Context: an optimization exercise on an open-source flow, tuned for small area. The choices shown serve that exercise and are no tape-out recipe.
Function was checked by simulation only, so behaviour that the tests miss may differ from the original.
Power figures rest on the tool's default switching activity, not on a simulated workload.

==> flow/design.v, too long to show whole: its modules and the start of the top module <==
// module transposed_filter: 1752 lines
// module fa: 4 lines
// module ha: 4 lines
// module hn: 4 lines
// module fa1: 4 lines
// module fa1n: 4 lines
// module mx: 3 lines
// module gxor: 3 lines
// module gxnor: 3 lines
// module gnor: 3 lines
// module gorb: 3 lines
// module gnand: 3 lines
// module gor: 3 lines
module transposed_filter(
  input signed [15:0] noisy_signal,
  input clk, rst,
  output signed [31:0] filtered_signal
  );
  // ...
==> flow/run.sh <==
#!/bin/bash
# synth_recipe.tcl (not shown) runs the flow's synth.tcl, then flattens the netlist and writes it again
# the make line also repeats each setting of config.mk as NAME=value (left out here)
make -C /OpenROAD-flow-scripts/flow DESIGN_CONFIG=/design/flow/config.mk WORK_HOME=/design/flow/orfs CLKGATE_MAP_FILE= SYNTH_SCRIPT=/design/flow/synth_recipe.tcl finish
==> flow/config.mk <==
export PLATFORM = sky130hd
export DESIGN_NAME = transposed_filter
export DESIGN_NICKNAME = transposed_filter
export VERILOG_FILES = /design/flow/design.v
export SDC_FILE = /design/flow/constraint.sdc
export NUM_CORES = 4
export LEC_CHECK = 0
export CAP_MARGIN = 20
export CORE_MARGIN = 2
export CORE_UTILIZATION = 40
export SLEW_MARGIN = 20
export SYNTH_HIERARCHICAL = 1
==> flow/constraint.sdc <==
create_clock -name core_clock -period 10.0 [get_ports {clk}]
set_input_delay 2.0000 -clock core_clock [delete_from_list [all_inputs] [get_ports {clk}]]
set_output_delay 2.0000 -clock core_clock [all_outputs]
set_load 0.01 [all_outputs]
==> results by group, run 1 <==
Setup path
  • CP delay by family, top: adder cells
  • WP data required: 10.45 ns
  • End of the critical path: yb[7]$_DFF_P_
  • Crit path capture type: flop

Logic synthesis
  • Ys flop type: dfxtp_1
  • Gate Count Post-Synth: 1,601
  • Post-synthesis area per instance: 14.9 um^2
  • Synth top cells by count: fa_1 (710), dfxtp_1 (339), nor2_1 (164)
  • Post-synthesis sequential area ratio: 28.5%

Clock tree
  • CTS tree: done
  • Hold_buf cts: 0
  • CTS Buf Count: 38

Global route
  • GR Util met2: 33.1%
  • Largest net degree at the start of global routing: 77

Place
  • Routability Congestion: 0.904
  • Placed Area: 0.0253 mm^2

Routing
  • DR top layer: met4
  • Initial DRC count: 627
  • WL met2: 28,400 um

Layout
  • Leading cell kind: multi-input gates
  • Inverters: 95
  • Signal buf overhead: 2.17%
  • Largest registers: ya (19), yb (19)

Floorplanning
  • Core outline area: 0.0590 mm^2
  • Std-Cell Rows: 89

Power
  • Clock share of power: 19.2%
  • Cell Pwr Density: 288 mW/mm^2

Outcome
  • Outcome: complete, no violations
==> run 2: changes to the inputs <==
--- a/flow/design.v
+++ b/flow/design.v
@@ -1693,67 +1693,58 @@
   fa us1533 (.a(ya[20]), .b(yb[20]), .c(c1532), .s(s1533), .co(c1534));
   wire s1535, c1536;
   fa us1535 (.a(ya[21]), .b(~yb[21]), .c(c1534), .s(s1535), .co(c1536));
   wire s1537, c1538;
   fa us1537 (.a(ya[22]), .b(yb[22]), .c(~c1536), .s(s1537), .co(c1538));
   wire s1539, c1540;
   fa us1539 (.a(ya[23]), .b(yb[23]), .c(c1538), .s(s1539), .co(c1540));
   wire s1541, c1542;
-  gxor uxs1541 (.a(ya[24]), .b(yb[24]), .y(s1541));
-  gnor uns1541 (.a(ya[24]), .b(yb[24]), .y(c1542));
+  fa us1541 (.a(ya[24]), .b(yb[24]), .c(c1540), .s(s1541), .co(c1542));
   wire s1543, c1544;
-  fa us1543 (.a(~ya[25]), .b(yb[25]), .c(c1542), .s(s1543), .co(c1544));
+  fa us1543 (.a(ya[25]), .b(~yb[25]), .c(c1542), .s(s1543), .co(c1544));
   wire s1545, c1546;
-  fa us1545 (.a(ya[26]), .b(~yb[26]), .c(c1544), .s(s1545), .co(c1546));
+  ha us1545 (.a(ya[26]), .b(~yb[26]), .s(s1545), .co(c1546));
   wire s1547, c1548;
   fa us1547 (.a(~ya[27]), .b(yb[27]), .c(c1546), .s(s1547), .co(c1548));
   wire s1549, c1550;
   fa us1549 (.a(ya[28]), .b(~yb[28]), .c(c1548), .s(s1549), .co(c1550));
   wire s1551, c1552;
   fa us1551 (.a(~ya[29]), .b(yb[29]), .c(c1550), .s(s1551), .co(c1552));
   wire s1553, c1554;
   fa us1553 (.a(ya[30]), .b(yb[30]), .c(c1552), .s(s1553), .co(c1554));
   wire s1555, c1556;
-  gxnor uxs1555 (.a(ya[24]), .b(yb[24]), .y(s1555));
-  gnand uns1555 (.a(ya[24]), .b(yb[24]), .y(c1556));
+  gxor uxs1555 (.a(yb[26]), .b(ya[26]), .y(s1555));
+  gorb uns1555 (.an(yb[26]), .b(ya[26]), .y(c1556));
   wire s1557, c1558;
-  fa us1557 (.a(~ya[25]), .b(yb[25]), .c(c1556), .s(s1557), .co(c1558));
+  fa us1557 (.a(~ya[27]), .b(yb[27]), .c(c1556), .s(s1557), .co(c1558));
   wire s1559, c1560;
-  fa us1559 (.a(ya[26]), .b(~yb[26]), .c(c1558), .s(s1559), .co(c1560));
+  fa us1559 (.a(ya[28]), .b(~yb[28]), .c(c1558), .s(s1559), .co(c1560));
   wire s1561, c1562;
-  fa us1561 (.a(~ya[27]), .b(yb[27]), .c(c1560), .s(s1561), .co(c1562));
+  fa us1561 (.a(~ya[29]), .b(yb[29]), .c(c1560), .s(s1561), .co(c1562));
   wire s1563, c1564;
-  fa us1563 (.a(ya[28]), .b(~yb[28]), .c(c1562), .s(s1563), .co(c1564));
-  wire s1565, c1566;
-  fa us1565 (.a(~ya[29]), .b(yb[29]), .c(c1564), .s(s1565), .co(c1566));
-  wire s1567, c1568;
-  fa us1567 (.a(ya[30]), .b(yb[30]), .c(c1566), .s(s1567), .co(c1568));
+  fa us1563 (.a(ya[30]), .b(yb[30]), .c(c1562), .s(s1563), .co(c1564));
+  wire m1565;
+  mxi um1565 (.a(s1555), .b(s1545), .s(c1544), .y(m1565));
+  wire m1566;
+  mxi um1566 (.a(s1557), .b(s1547), .s(c1544), .y(m1566));
+  wire m1567;
+  mxi um1567 (.a(s1559), .b(s1549), .s(c1544), .y(m1567));
+  wire m1568;
+  mxi um1568 (.a(s1561), .b(s1551), .s(c1544), .y(m1568));
   wire m1569;
-  mx um1569 (.a(s1555), .b(s1541), .s(c1540), .y(m1569));
+  mxi um1569 (.a(s1563), .b(s1553), .s(c1544), .y(m1569));
   wire m1570;
-  mx um1570 (.a(s1557), .b(s1543), .s(c1540), .y(m1570));
-  wire m1571;
-  mx um1571 (.a(s1559), .b(s1545), .s(c1540), .y(m1571));
-  wire m1572;
-  mx um1572 (.a(s1561), .b(s1547), .s(c1540), .y(m1572));
-  wire m1573;
-  mx um1573 (.a(s1563), .b(s1549), .s(c1540), .y(m1573));
-  wire m1574;
-  mx um1574 (.a(s1565), .b(s1551), .s(c1540), .y(m1574));
-  wire m1575;
-  mx um1575 (.a(s1567), .b(s1553), .s(c1540), .y(m1575));
-  wire m1576;
-  mx um1576 (.a(c1568), .b(c1554), .s(c1540), .y(m1576));
+  mxi um1570 (.a(c1564), .b(c1554), .s(c1544), .y(m1570));
   assign sum = {s779, s725, s677, s633, s593, s557, s523, s497, s477, s459, s447, s439};
   assign suma = {1'b1, c1514, c1512, c1504, c1492, c1476, c1452, c1424, c1394, c1356, c1312, c1260, s1257, c1148, s1145, c1022, c956, c896, s893, c780};
   assign sumb = {1'b0, c1516, s1515, s1511, s1503, s1491, s1475, s1451, s1423, s1393, s1355, s1311, s1259, s1205, s1147, s1083, s1021, s959, s895, s837};
   wire clr;
   gor ucl (.a(rst), .b(r1), .y(clr));
-  assign filtered_signal = {~clr & ~m1576, ~clr & m1575, ~clr & m1574, ~clr & m1573, ~clr & m1572, ~clr & m1571, ~clr & m1570, ~clr & m1569, ~clr & ~s1539, ~clr & ~s1537, ~clr & s1535, ~clr & s1533, ~clr & s1531, ~clr & s1529, ~clr & s1527, ~clr & s1525, ~clr & s1523, ~clr & s1521, ~clr & s1519, ~clr & s1517, ~clr & ~y[11], ~clr & y[10], ~clr & y[9], ~clr & y[8], ~clr & y[7], ~clr & y[6], ~clr & y[5], ~clr & y[4], ~clr & y[3], ~clr & y[2], ~clr & y[1], ~clr & y[0]};
+  assign filtered_signal = {~clr & m1570, ~clr & ~m1569, ~clr & ~m1568, ~clr & ~m1567, ~clr & ~m1566, ~clr & ~m1565, ~clr & ~s1543, ~clr & ~s1541, ~clr & ~s1539, ~clr & ~s1537, ~clr & s1535, ~clr & s1533, ~clr & s1531, ~clr & s1529, ~clr & s1527, ~clr & s1525, ~clr & s1523, ~clr & s1521, ~clr & s1519, ~clr & s1517, ~clr & ~y[11], ~clr & y[10], ~clr & y[9], ~clr & y[8], ~clr & y[7], ~clr & y[6], ~clr & y[5], ~clr & y[4], ~clr & y[3], ~clr & y[2], ~clr & y[1], ~clr & y[0]};
 endmodule
 module fa(input a, b, c, output s, co);
   assign s = a ^ b ^ c;
   assign co = (a & b) | (a & c) | (b & c);
 endmodule
 module ha(input a, b, output s, co);
   assign s = a ^ b;
   assign co = a & b;
@@ -1765,18 +1756,18 @@
 module fa1(input a, b, output s, co);
   assign s = ~(a ^ b);
   assign co = a | b;
 endmodule
 module fa1n(input a, b, output s, co);
   assign s = ~(a ^ b);
   assign co = ~(a & b);
 endmodule
-module mx(input a, b, s, output y);
-  assign y = s ? b : a;
+module mxi(input a, b, s, output y);
+  assign y = ~(s ? b : a);
 endmodule
 module gxor(input a, b, output y);
   assign y = a ^ b;
 endmodule
 module gxnor(input a, b, output y);
   assign y = ~(a ^ b);
 endmodule
 module gnor(input a, b, output y);
==> flow/flow/run.sh (new file) <==
#!/bin/bash
# Own flow: the standard layout (standard.sh, unchanged synthesis, floorplan,
# power grid, placement and routing), with two settings passed to ORFS:
#  - port buffers use the smallest buffer cell instead of the one buffer_ports picks;
#  - clock tree synthesis without dummy loads, clkbuf_4 or clkbuf_8 buffers and clusters of up to 12 sinks.
set -euo pipefail
export BUFFER_PORTS_ARGS="-buffer_cell sky130_fd_sc_hd__buf_1"
export CTS_ARGS="-sink_clustering_enable -repair_clock_nets -dont_use_dummy_load -buf_list {sky130_fd_sc_hd__clkbuf_4 sky130_fd_sc_hd__clkbuf_8} -sink_clustering_size 12 -sink_clustering_max_diameter 40"
bash standard.sh > standard.log 2>&1
==> flow/standard.sh (new file) <==
#!/bin/bash
# synth_recipe.tcl (not shown) runs the flow's synth.tcl, then flattens the netlist and writes it again
# the make line also repeats each setting of config.mk as NAME=value (left out here)
make -C /OpenROAD-flow-scripts/flow DESIGN_CONFIG=/design/flow/config.mk WORK_HOME=/design/flow/orfs CLKGATE_MAP_FILE= SYNTH_SCRIPT=/design/flow/synth_recipe.tcl "${@:-finish}"
removed: flow/run.sh
==> results by group, run 2 <==
Logic synthesis
  • Cell with the most instances after synthesis: fa_1 (unchanged)
  • Compound-Gate Fraction of Synth Area: 0% (unchanged)
  • Gate Count Post-Synth: 1,596 (was 1,601)
  • Syn_nets: 2,362 (was 2,368)
  • Synth area leader: fa_1 (unchanged)
  • Synth Register Bits: 339 (unchanged)
  • Largest family of logic cells by synthesized area: adder cells (unchanged)
  • Synth top cells by count: fa_1 (708), dfxtp_1 (339), nor2_1 (169) (was fa_1 (710), dfxtp_1 (339), nor2_1 (164))
  • EDFF count, synth: 0 (unchanged)
  • Top area cells in the synthesized netlist: fa_1 (60%), dfxtp_1 (29%), nor2_1 (2.7%), nand2_1 (2.3%), ha_1 (2.1%) (was fa_1 (60%), dfxtp_1 (28%), nor2_1 (2.6%), nand2_1 (2.3%), ha_1 (2.0%))
  • Post-synthesis area per instance: 14.9 um^2 (about the same)
  • Yosys warns: 7 (unchanged)
  • Mux contribution to synthesized area: 0.253% (was 0.504%)
  • Simple-Gate Fraction of Synth Area: 6.01% (was 6.05%)
  • Ys flop type: dfxtp_1 (unchanged)
  • XOR/XNOR share of the synthesized area: 1.25% (was 1.29%)
  • Synth top area share: 59.7% (was 59.6%)
  • Post-synthesis sequential area ratio: 28.6% (was 28.5%)
  • Post-Syn Area: 0.0237 mm^2 (was 0.0238 mm^2)
  • Distinct cells, synth: 14 (unchanged)
  • Adder-cell share of the synthesized area: 61.8% (was 61.6%)
  • FFs w/ async S/R, synth: 0% (unchanged)

Setup path
  • Maximum fanout along the worst path: 3 (was 4)
  • WP data required: 10.49 ns (was 10.45 ns)
  • Crit path capture type: flop (unchanged)
  • Arr. time, crit path: 9.81 ns (was 9.74 ns)
  • Worst Setup Start Kind: flop (unchanged)
  • Kind of critical path: reg -> reg (unchanged)

Global route
  • Gr ovfl total: 0 (unchanged)
  • Vias in the first global route: 14,300 (was 14,200)
  • Tot GR Track Use: 20.0% (was 20.3%)
  • First-pass GRT wire length: 87,300 um (was 88,500 um)
  • Largest net degree at the start of global routing: 82 (was 77)
  • Initial antenna violation count: 1 (was 0)

Clock tree
  • CTS tree: done (unchanged)
  • Hold_buf cts: 0 (unchanged)
  • Post-cts sizing count: 0 (unchanged)
  • Clk root buf: clkbuf_8 (was clkbuf_16)
  • Clk slew on worst S/H paths: 0.08 ns (was 0.06 ns)
  • Clk sinks: 339 (unchanged)
  • CTS Buf Count: 53 (was 38)
  • Clock Tree Buf Depth: 3 (unchanged)
  • Worst-Skew Late Latency: 0.64 ns (was 0.57 ns)
  • H-Tree Depth: 2 (unchanged)
  • Setup Buffers After CTS: 0 (unchanged)

Power
  • Cell Pwr Density: 275 mW/mm^2 (was 288 mW/mm^2)
  • Sequential Power Share: 23.6% (was 21.6%)
  • Switching pwr: 2.88 mW (was 2.99 mW)
  • Internal power: 4.15 mW (was 4.67 mW)
  • Leakage Power: 9.98 nW (was 10.4 nW)
  • Clock share of power: 13.5% (was 19.2%)
  • Maximum vdd drop: 0.000319 V (was 0.000348 V)
  • Switching Share: 41.0% (was 39.0%)
  • Share of power burned in combinational logic: 62.9% (was 59.2%)

Routing
  • Routed wire per std cell: 23.1 um (about the same)
  • Initial DRC count: 720 (was 627)
  • Routed Antenna Nets: 0 (unchanged)
  • DRC errors left: 0 (unchanged)
  • Final WL: 56,800 um (was 57,500 um)
  • Vias: 11,900 (was 11,700)
  • Vias per cell: 4.82 (was 4.72)
  • Initial DRT Pass Iterations: 5 (unchanged)

Floorplanning
  • Chip width: 248 um (about the same)
  • Die ar.: 0.0613 mm^2 (was 0.0616 mm^2)
  • DIE HEIGHT: 248 um (about the same)
  • Io pins: 50 (unchanged)
  • Initial Util: 40.4% (about the same)
  • Core outline area: 0.0588 mm^2 (was 0.0590 mm^2)
  • Std-Cell Rows: 89 (unchanged)

STA
  • Max_slew headroom: 36.0% (was 35.6%)
  • Pins Over Slew Limit: 0 (unchanged)
  • Worst-margin pin slew: 0.960 ns (was 0.962 ns)
  • RSZ-0062 raised after global routing: no (unchanged)
  • Final min period: 9.33 ns (was 9.29 ns)
  • Clock Skews: 0.0680 ns (was 0.0216 ns)
  • Setup_tns: 0 ns (unchanged)
  • Ratio of final minimum period to clock period: 93.3% (was 92.9%)
  • # setup viols final: 0 (unchanged)
  • Achievable frequency: 0.107 GHz (was 0.108 GHz)
  • Final Hold Viols: 0 (unchanged)

Layout
  • Final Core Density: 43.5% (was 45.1%)
  • Most frequent cells in the layout: fa_1 (708), dfxtp_1 (339), nor2_1 (169), nand2_1 (148), inv_1 (94) (was fa_1 (710), dfxtp_1 (339), nor2_1 (164), nand2_1 (149), inv_1 (94))
  • Nets: 2,459 (was 2,450)
  • Most common cell after layout, fill and taps aside: fa_1 (unchanged)
  • Largest registers: ya (19), yb (19) (unchanged)
  • Area grow syn2layout: 7.78% (was 11.5%)
  • Share of layout cells above drive strength 1: 3.96% (was 5.20%)

Place
  • Routability Congestion: 0.901 (was 0.904)
  • HPWL after DPL: 49,600 um (was 49,700 um)
  • PortBufs: 49 (unchanged)

Run
  • Max-cap viol count: 0 (unchanged)

Outcome
  • Outcome: complete, no violations (unchanged)

Min path
  • Min-delay worst type: reg -> reg (unchanged)
-- run 2: Yosys stat by module (local to each module, per instance), excerpt --
| module | cell area, um^2 | cells | times used |
|---|---|---|---|
| gxor | 8.76 | 1 | 22 |
| gorb | 6.26 | 1 | 6 |
| mxi | 10.0 | 1 | 6 |
| gxnor | 8.76 | 1 | 12 |
| ha | 12.5 | 1 | 40 |
| gnor | 3.75 | 1 | 16 |
| transposed_filter | 7990 | 629 | 1 |
| gnand | 3.75 | 1 | 148 |
| gor | 6.26 | 1 | 9 |
-- run 2: layout make-up --
cell class | count | area (um^2)
fill | 5394 | 33200
multi-input combinational | 1143 | 16500
sequential | 339 | 6790
tap | 773 | 967
clock buffer | 53 | 729
inverter | 95 | 359
timing repair buffer | 61 | 278
antenna | 1 | 2.50
-- run 2: cells by family (layout without fill, tap and decap cells) --
family	Yosys count	in the layout
AND/OR/NAND/NOR	355	355
adder cells (fa/ha/maj)	748	748
multiplexers	6	6
other	0	1
buffers and inverters	114	209
flip-flops	339	339
XOR/XNOR	34	34
-- run 2: per-stage QoR --
step	hold slack (ns)	power (mW)	setup WS [ns]	area (um^2)	std cells
final	0.333	7.04	0.671	25600	2465
after detailed placement	0.347	6.35	0.723	24900	2411
after floorplan	0.343	4.98	1.27	23700	1596
after global routing	0.341	7.99	0.341	25600	2465
after global placement	0.345	6.28	0.793	24900	2411
after CTS	0.333	7.35	0.656	25600	2464
-- run 2: path summary, 6_finish.rpt --
kind | from | end | slack, ns | depth (start not counted)
setup / recovery | d6[0]$_DFF_P_ | yb[7]$_DFF_P_ | 0.67 | 22
hold / removal | d14[7]$_DFF_P_ | d15[7]$_DFF_P_ | 0.33 | 1
setup reg to reg | d6[0]$_DFF_P_ | yb[7]$_DFF_P_ | 0.67 | 22
hold reg to reg | d14[7]$_DFF_P_ | d15[7]$_DFF_P_ | 0.33 | 1
-- run 2: power by group through the flow --
stage / Sequential (mW) / Clock [mW] / Combinational (mW)
6_report: 1.66 / 0.952 / 4.43
5_1_grt: 1.67 / 1.04 / 5.28
4_1_cts: 1.66 / 0.989 / 4.71
3_5_place_dp: 1.69 / 0 / 4.66
3_3_place_gp: 1.69 / 0 / 4.60
2_1_floorplan: 1.68 / 0 / 3.30
-- run 2: routing by layer --
layer,up-vias,GRT usage (%),part of all wire (%)
li1,4942,-,-
met1,6547,26.7,42
met2,309,32.7,50
met3,87,4.89,6.0
met4,0,5.65,2.8
met5,-,0,0
-- run 2: critical path, stage by stage, from the launching register on --
cell and delay [ns]:
dfxtp_1 0.32, ha_1 0.20, fa_1 0.38, fa_1 0.40, fa_1 0.39, fa_1 0.40, fa_1 0.40, fa_1 0.42
fa_1 0.44, fa_1 0.42, fa_1 0.41, fa_1 0.51, fa_1 0.45, fa_1 0.58, fa_1 0.46, fa_1 0.58
fa_1 0.43, fa_1 0.42, fa_1 0.51, inv_1 0.05, fa_1 0.38, fa_1 0.43, xor2_1 0.17
==> run 3: changes to the inputs <==
==> flow/flow/run.sh (replaced) <==
#!/bin/bash
# Own flow: the standard layout (standard.sh, unchanged synthesis, floorplan,
# power grid, placement and routing), with two settings passed to ORFS:
#  - port buffers use the smallest buffer cell instead of the one buffer_ports picks;
#  - clock tree synthesis without dummy loads, clkbuf_4 buffers and clusters of up to 12 sinks.
set -euo pipefail
export BUFFER_PORTS_ARGS="-buffer_cell sky130_fd_sc_hd__buf_1"
export CTS_ARGS="-sink_clustering_enable -repair_clock_nets -dont_use_dummy_load -buf_list sky130_fd_sc_hd__clkbuf_4 -sink_clustering_size 12 -sink_clustering_max_diameter 30"
bash standard.sh > standard.log 2>&1
==> results by group, run 3 <==
Outcome
  • Outcome: complete, no violations (unchanged)

Setup path
  • Worst Setup Start Kind: flop (unchanged)
  • Worst R2R Setup Slack: 0.68 ns (was 0.67 ns)
  • Crit-path max cell delay: 0.59 ns (was 0.58 ns)
  • Crit. Startpoint: d6[0]$_DFF_P_ (unchanged)
  • Worst reg2reg path depth: 22 (unchanged)
  • Most used cell, CP: fa_1 (unchanged)
  • Maximum fanout along the worst path: 3 (unchanged)
  • Arr. time, crit path: 9.95 ns (was 9.81 ns)
  • Kind of critical path: reg -> reg (unchanged)
  • Reg2reg start: d6[0]$_DFF_P_ (unchanged)
  • Slowest cell on the critical path: fa_1 (unchanged)
  • CP cell instances: ha_1 -> fa_1 -> fa_1 -> fa_1 -> fa_1 -> fa_1 -> fa_1 -> fa_1 -> fa_1 -> fa_1 -> fa_1 -> fa_1 -> fa_1 -> fa_1 -> fa_1 -> fa_1 -> fa_1 -> fa_1 -> inv_1 -> fa_1 -> fa_1 -> xor2_1 (unchanged)
  • R2r endpoint: yb[7]$_DFF_P_ (unchanged)
  • WP data required: 10.63 ns (was 10.49 ns)
  • Crit path capture type: flop (unchanged)

Routing
  • Vias per cell: 4.83 (was 4.82)
  • Final WL: 56,900 um (was 56,800 um)
  • Initial DRT Pass Iterations: 4 (was 5)
  • Routed wire per std cell: 22.8 um (was 23.1 um)
  • DR top layer: met4 (unchanged)
  • WL met1: 23,900 um (was 23,600 um)
  • Initial DRC count: 764 (was 720)
  • WL met2: 28,300 um (was 28,200 um)
  • Metal3 WL: 3150 um (was 3410 um)
  • Vias: 12,000 (was 11,900)
  • Routed Antenna Nets: 0 (unchanged)
  • DRC errors left: 0 (unchanged)

STA
  • Final Hold Viols: 0 (unchanged)
  • Post-route setup slack: 0.677 ns (was 0.671 ns)
  • # setup viols final: 0 (unchanged)
  • Pins Over Slew Limit: 0 (unchanged)
  • Final min period: 9.32 ns (was 9.33 ns)
  • RSZ-0062 raised after global routing: no (unchanged)
  • Setup_tns: 0 ns (unchanged)
  • Achievable frequency: 0.107 GHz (about the same)
  • Ratio of final minimum period to clock period: 93.2% (was 93.3%)
  • Max_slew headroom: 34.5% (was 36.0%)
  • Clock Skews: 0.137 ns (was 0.0680 ns)
  • Worst-margin pin slew: 0.982 ns (was 0.960 ns)

Logic synthesis
  • FFs w/ async S/R, synth: 0% (unchanged)
  • Ys flop type: dfxtp_1 (unchanged)
  • Synth Register Bits: 339 (unchanged)
  • Synth top cells by count: fa_1 (708), dfxtp_1 (339), nor2_1 (169) (unchanged)
  • Gate Count Post-Synth: 1,596 (unchanged)
  • Post-synthesis area per instance: 14.9 um^2 (unchanged)
  • Synth top area share: 59.7% (unchanged)
  • Syn_nets: 2,362 (unchanged)
  • Cell with the most instances after synthesis: fa_1 (unchanged)
  • Post-Syn Area: 0.0237 mm^2 (unchanged)
  • EDFF count, synth: 0 (unchanged)
  • Top area cells in the synthesized netlist: fa_1 (60%), dfxtp_1 (29%), nor2_1 (2.7%), nand2_1 (2.3%), ha_1 (2.1%) (unchanged)
  • Post-synthesis sequential area ratio: 28.6% (unchanged)
  • Synth area leader: fa_1 (unchanged)
  • Yosys warns: 7 (unchanged)
  • Distinct cells, synth: 14 (unchanged)

Power
  • Maximum vdd drop: 0.000306 V (was 0.000319 V)
  • Cell Pwr Density: 271 mW/mm^2 (was 275 mW/mm^2)
  • Leakage Power: 9.96 nW (was 9.98 nW)

Global route
  • Tot GR Track Use: 20.2% (was 20.0%)
  • Vias in the first global route: 14,500 (was 14,300)
  • Initial antenna violation count: 1 (unchanged)
  • Gr ovfl total: 0 (unchanged)
  • First-pass GRT wire length: 87,700 um (was 87,300 um)
  • Largest net degree at the start of global routing: 82 (unchanged)

Layout
  • Largest registers: ya (19), yb (19) (unchanged)
  • Area grow syn2layout: 7.15% (was 7.78%)
  • Share of layout cells above drive strength 1: 5.31% (was 3.96%)
  • Most frequent cells in the layout: fa_1 (708), dfxtp_1 (339), nor2_1 (169), nand2_1 (148), inv_1 (94) (unchanged)
  • Most common cell after layout, fill and taps aside: fa_1 (unchanged)
  • Cell Count, Final, Fillers Out: 2,490 (was 2,465)
  • Nets: 2,483 (was 2,459)
  • Final Core Density: 43.3% (was 43.5%)

Floorplanning
  • Io pins: 50 (unchanged)
  • Core outline area: 0.0588 mm^2 (unchanged)
  • Std-Cell Rows: 89 (unchanged)
  • DIE HEIGHT: 248 um (unchanged)
  • Initial Util: 40.4% (unchanged)
  • Die ar.: 0.0613 mm^2 (unchanged)
  • Chip width: 248 um (unchanged)

Place
  • Placed insts: 2,411 (unchanged)
  • HPWL after DPL: 49,600 um (unchanged)
  • Pre-CTS WS: 0.723 ns (unchanged)
  • Routability Congestion: 0.901 (unchanged)
  • PortBufs: 49 (unchanged)

Clock tree
  • CTS Buf Count: 77 (was 53)
  • Clk slew on worst S/H paths: 0.08 ns (about the same)
  • Setup Buffers After CTS: 0 (unchanged)
  • H-Tree Depth: 3 (was 2)
  • Worst-Skew Late Latency: 0.83 ns (was 0.64 ns)
  • Clk sinks: 339 (unchanged)
  • Post-cts sizing count: 0 (unchanged)
  • CTS tree: done (unchanged)
  • Clk root buf: clkbuf_4 (was clkbuf_8)
  • Clock Tree Buf Depth: 3 (unchanged)
  • Hold_buf cts: 0 (unchanged)

Run
  • Max-cap viol count: 0 (unchanged)

Min path
  • Min-delay worst type: reg -> reg (unchanged)
  • Worst Hold Depth: 1 (unchanged)
  • Min-delay src: d14[9]$_DFF_P_ (was d14[7]$_DFF_P_)
  • Hold Path End: d15[9]$_DFF_P_ (was d15[7]$_DFF_P_)
==> run 3: logic make-up after synthesis <==
family                   after synthesis  synth area share (%)
buffers and inverters                114                  2.06
adder cells (fa/ha/maj)              748                  61.8
XOR/XNOR                              34                  1.25
multiplexers                           6                 0.253
flip-flops                           339                  28.6
AND/OR/NAND/NOR                      355                  6.01
==> run 3: cell type report <==
class / count / area (um^2)
Sequential cell: 339 / 6790
Clock buffer: 77 / 578
Multi-Input combinational cell: 1143 / 16500
Inverter: 95 / 359
Antenna cell: 2 / 5.00
Tap cell: 773 / 967
Timing Repair Buffer: 61 / 278
Fill cell: 5412 / 33400
==> run 3: through the flow <==
stage               total power [mW]  area (um^2)  hold WS (ns)
global placement                6.28        24900         0.345
floorplan                       4.98        23700         0.343
finish                          6.90        25400         0.308
CTS                             7.24        25400         0.315
global route                    7.88        25400         0.322
detailed placement              6.35        24900         0.347
==> run 3: worst max path at each step <==
stage                    endpoint  slack [ns]  cells after the start
global route        yb[7]$_DFF_P_        0.31                     24
floorplan           yb[7]$_DFF_P_        1.27                     24
finish              yb[7]$_DFF_P_        0.68                     22
CTS                 yb[7]$_DFF_P_        0.62                     22
global placement    yb[7]$_DFF_P_        0.79                     22
detailed placement  yb[7]$_DFF_P_        0.72                     22
==> run 3: routing by layer <==
layer	GRT usage, %	vias up
li1	-	5010
met1	26.8	6621
met2	32.7	305
met3	4.97	90
met4	6.50	0
met5	0	-
==> run 3: worst max-delay path: cells and delay by family, from the launching register on <==
family     cells  cell delay, ns
xor+xnor       1            0.17
flops          1            0.32
fa+ha+maj     20            8.61
buf+inv        1            0.05
==> run 3: power breakdown <==
| group | switching (mW) | total [mW] | internal, mW |
|---|---|---|---|
| registers | 0.0505 | 1.66 | 1.61 |
| clock network | 0.483 | 0.831 | 0.348 |
| logic | 2.34 | 4.42 | 2.08 |
| total | 2.87 | 6.90 | 4.03 |
==> run 3: Yosys stat by module (local to each module, per instance) <==
module	flops+latches	area, um^2
transposed_filter	339	7990
gor	0	6.26
gorb	0	6.26
fa	0	20.0
gnor	0	3.75
gnand	0	3.75
gxnor	0	8.76
mxi	0	10.0
gxor	0	8.76
ha	0	12.5
==> run 4: changes to the inputs <==
==> flow/flow/run.sh (replaced) <==
#!/bin/bash
# Own flow: the standard layout (standard.sh, unchanged synthesis, floorplan,
# power grid, placement and routing), with two settings passed to ORFS:
#  - port buffers use the smallest buffer cell instead of the one buffer_ports picks;
#  - clock tree synthesis without dummy loads, clkbuf_4 buffers and clusters of up to 10 sinks.
set -euo pipefail
export BUFFER_PORTS_ARGS="-buffer_cell sky130_fd_sc_hd__buf_1"
export CTS_ARGS="-sink_clustering_enable -repair_clock_nets -dont_use_dummy_load -buf_list sky130_fd_sc_hd__clkbuf_4 -sink_clustering_size 10 -sink_clustering_max_diameter 40"
bash standard.sh > standard.log 2>&1
==> results by group, run 4 <==
Min path
  • Min-delay src: d14[7]$_DFF_P_ (was d14[9]$_DFF_P_)
  • Min-delay worst type: reg -> reg (unchanged)
  • Worst Hold Depth: 1 (unchanged)
  • Hold Path End: d15[7]$_DFF_P_ (was d15[9]$_DFF_P_)

Logic synthesis
  • FFs w/ async S/R, synth: 0% (unchanged)
  • Gate Count Post-Synth: 1,596 (unchanged)
  • Post-Syn Area: 0.0237 mm^2 (unchanged)
  • Synth top area share: 59.7% (unchanged)
  • Distinct cells, synth: 14 (unchanged)
  • Synth top cells by count: fa_1 (708), dfxtp_1 (339), nor2_1 (169) (unchanged)
  • Synth Register Bits: 339 (unchanged)
  • Yosys warns: 7 (unchanged)
  • Top area cells in the synthesized netlist: fa_1 (60%), dfxtp_1 (29%), nor2_1 (2.7%), nand2_1 (2.3%), ha_1 (2.1%) (unchanged)
  • Ys flop type: dfxtp_1 (unchanged)
  • Cell with the most instances after synthesis: fa_1 (unchanged)
  • Post-synthesis sequential area ratio: 28.6% (unchanged)
  • Post-synthesis area per instance: 14.9 um^2 (unchanged)
  • Synth area leader: fa_1 (unchanged)
  • EDFF count, synth: 0 (unchanged)
  • Syn_nets: 2,362 (unchanged)

Routing
  • Initial DRT Pass Iterations: 5 (was 4)
  • Routed Antenna Nets: 0 (unchanged)
  • Final WL: 56,800 um (was 56,900 um)
  • Vias: 11,900 (was 12,000)
  • DRC errors left: 0 (unchanged)
  • Routed wire per std cell: 23.0 um (was 22.8 um)
  • Initial DRC count: 719 (was 764)
  • Vias per cell: 4.84 (was 4.83)

Layout
  • Fill cells: 5,421 (was 5,412)
  • Nets: 2,460 (was 2,483)
  • Area grow syn2layout: 6.42% (was 7.15%)
  • Cell Count, Final, Fillers Out: 2,466 (was 2,490)
  • Largest registers: ya (19), yb (19) (unchanged)
  • Most common cell after layout, fill and taps aside: fa_1 (unchanged)
  • Share of layout cells above drive strength 1: 4.02% (was 5.31%)
  • Most frequent cells in the layout: fa_1 (708), dfxtp_1 (339), nor2_1 (169), nand2_1 (148), inv_1 (94) (unchanged)

Setup path
  • Most used cell, CP: fa_1 (unchanged)
  • R2r endpoint: yb[7]$_DFF_P_ (unchanged)
  • Crit path capture type: flop (unchanged)
  • WP data required: 10.66 ns (was 10.63 ns)
  • Worst reg2reg path depth: 22 (unchanged)
  • Slowest cell on the critical path: fa_1 (unchanged)
  • Crit-path max cell delay: 0.59 ns (about the same)
  • CP cell instances: ha_1 -> fa_1 -> fa_1 -> fa_1 -> fa_1 -> fa_1 -> fa_1 -> fa_1 -> fa_1 -> fa_1 -> fa_1 -> fa_1 -> fa_1 -> fa_1 -> fa_1 -> fa_1 -> fa_1 -> fa_1 -> inv_1 -> fa_1 -> fa_1 -> xor2_1 (unchanged)
  • Kind of critical path: reg -> reg (unchanged)
  • Arr. time, crit path: 9.98 ns (was 9.95 ns)
  • Maximum fanout along the worst path: 3 (unchanged)
  • Worst R2R Setup Slack: 0.69 ns (was 0.68 ns)
  • Worst Setup Start Kind: flop (unchanged)
  • Reg2reg start: d6[0]$_DFF_P_ (unchanged)

Floorplanning
  • Die ar.: 0.0613 mm^2 (unchanged)
  • DIE HEIGHT: 248 um (unchanged)
  • Std-Cell Rows: 89 (unchanged)
  • Core outline area: 0.0588 mm^2 (unchanged)
  • Io pins: 50 (unchanged)
  • Chip width: 248 um (unchanged)
  • Initial Util: 40.4% (unchanged)

STA
  • # setup viols final: 0 (unchanged)
  • Worst-margin pin slew: 0.981 ns (was 0.982 ns)
  • Setup_tns: 0 ns (unchanged)
  • Post-route setup slack: 0.686 ns (was 0.677 ns)
  • RSZ-0062 raised after global routing: no (unchanged)
  • Ratio of final minimum period to clock period: 93.1% (was 93.2%)
  • Pins Over Slew Limit: 0 (unchanged)
  • Final Hold Viols: 0 (unchanged)
  • Final min period: 9.31 ns (was 9.32 ns)
  • Clock Skews: 0.155 ns (was 0.137 ns)
  • Max_slew headroom: 34.6% (was 34.5%)
  • Achievable frequency: 0.107 GHz (about the same)

Place
  • Placed insts: 2,411 (unchanged)
  • Pre-CTS WS: 0.723 ns (unchanged)
  • PortBufs: 49 (unchanged)
  • HPWL after DPL: 49,600 um (unchanged)
  • Routability Congestion: 0.901 (unchanged)

Outcome
  • Outcome: complete, no violations (unchanged)

Clock tree
  • Worst-Skew Late Latency: 0.84 ns (was 0.83 ns)
  • Clock Tree Buf Depth: 3 (unchanged)
  • Clk slew on worst S/H paths: 0.11 ns (was 0.08 ns)
  • Setup Buffers After CTS: 0 (unchanged)
  • H-Tree Depth: 2 (was 3)
  • Clk root buf: clkbuf_4 (unchanged)
  • CTS Buf Count: 54 (was 77)
  • Hold_buf cts: 0 (unchanged)
  • Clk sinks: 339 (unchanged)
  • Post-cts sizing count: 0 (unchanged)
  • CTS tree: done (unchanged)

Global route
  • Tot GR Track Use: 20.0% (was 20.2%)
  • Initial antenna violation count: 1 (unchanged)
  • First-pass GRT wire length: 87,300 um (was 87,700 um)
  • Vias in the first global route: 14,400 (was 14,500)
  • Largest net degree at the start of global routing: 82 (unchanged)
  • Gr ovfl total: 0 (unchanged)

Power
  • Cell Pwr Density: 269 mW/mm^2 (was 271 mW/mm^2)
  • Maximum vdd drop: 0.000319 V (was 0.000306 V)
  • Leakage Power: 9.85 nW (was 9.96 nW)

Run
  • Max-cap viol count: 0 (unchanged)
[run 4: cell counts after synthesis]
Identical to the previous run, type by type.
[run 4: worst max-delay path: cells and delay by family (launching register included)]
kind                     cells  cell delay, ns
flip-flops                   1            0.33
adder cells (fa/ha/maj)     20            8.62
XOR/XNOR                     1            0.17
buffers and inverters        1            0.05
[run 4: worst max-delay path by stage]
stage                              start            end  slack [ns]
after floorplan           d13[0]$_DFF_P_  yb[7]$_DFF_P_        1.27
after global placement     d6[0]$_DFF_P_  yb[7]$_DFF_P_        0.79
after detailed placement   d6[0]$_DFF_P_  yb[7]$_DFF_P_        0.72
after CTS                  d6[0]$_DFF_P_  yb[7]$_DFF_P_        0.65
after global routing      d13[0]$_DFF_P_  yb[7]$_DFF_P_        0.33
final                      d6[0]$_DFF_P_  yb[7]$_DFF_P_        0.69
[run 4: area by class of cell]
cell class / count / area [um^2] / share of cell area, %
clock buffers: 54 / 405 / 1.60
well taps: 773 / 967 / 3.83
inverters: 95 / 359 / 1.42
flip-flops and latches: 339 / 6790 / 26.9
diodes: 1 / 2.50 / 0.00991
repair buffers: 61 / 278 / 1.10
multi-input cells: 1143 / 16500 / 65.2
[run 4: power by group]
part           internal, mW  total (mW)  leakage [nW]  switching [mW]
combinational          2.09        4.43          6.84            2.35
clock                 0.245       0.702         0.248           0.457
sequential             1.60        1.66          2.76          0.0505
[run 4: per-layer routing]
metal | GRT usage (%) | routed length, um
met5 | 0 | 0
met4 | 6.20 | 1540
met3 | 4.56 | 3270
met2 | 32.7 | 28300
met1 | 26.7 | 23700
[run 4: kinds of logic (layout without fill, tap and decap cells)]
family                     after synthesis  in the layout  synth area share, %
adders and majority gates              748            748                 61.8
and+or+nand+nor                        355            355                 6.01
DFF                                    339            339                 28.6
buffers and inverters                  114            210                 2.06
xor gates and xnor gates                34             34                 1.25
muxes                                    6              6                0.253
other                                    0              1                    0
[run 4: per-module statistics from Yosys, one instance, submodules excluded]
module	flip-flops and latches	cells inside	area, um^2
transposed_filter	339	629	7990
fa	0	1	20.0
ha	0	1	12.5
mxi	0	1	10.0
gxnor	0	1	8.76
gxor	0	1	8.76
gor	0	1	6.26
gorb	0	1	6.26
gnand	0	1	3.75
gnor	0	1	3.75
[run 4: stage by stage]
step	hold slack [ns]	power (mW)	util (%)	area, um^2
after floorplan	0.343	4.98	-	23700
after global placement	0.345	6.28	42.3	24900
after detailed placement	0.347	6.35	42.3	24900
after CTS	0.313	7.10	43.0	25300
after global routing	0.312	7.74	43.0	25300
final	0.306	6.79	43.0	25300

[afterwards: timing with drivers on the ports]
The flow's constraints put no driver on any port. The routed layouts listed below were extracted and timed again, unchanged, in two steps.
Step 1 assumes that a clkbuf_16 drives the clock port and a buf_2 every other input.
Step 2, shift: input delay + t, output delay - t, t = (earliest + latest rising clock arrival at the registers) / 2. This alone moves slack from input paths to output paths.
Three values: ideal ports, drivers, drivers and shift; two values: the first two.
run	t, ns	slack for setup (ns)	hold slack, ns
run 1	0.621	0.710 / 0.710 / 0.651	0.359 / 0.359 / 0.359
run 2	0.665	0.671 / 0.671 / 0.671	0.333 / 0.333 / 0.333
run 3	0.816	0.677 / 0.677 / 0.677	0.308 / 0.308 / 0.308
run 4	0.817	0.686 / 0.686 / 0.686	0.306 / 0.306 / 0.306
After both steps every run listed still meets setup and hold. The setup slack of run 1, which loses most, moves by 0.000 ns with the drivers and by -0.059 ns with both steps.
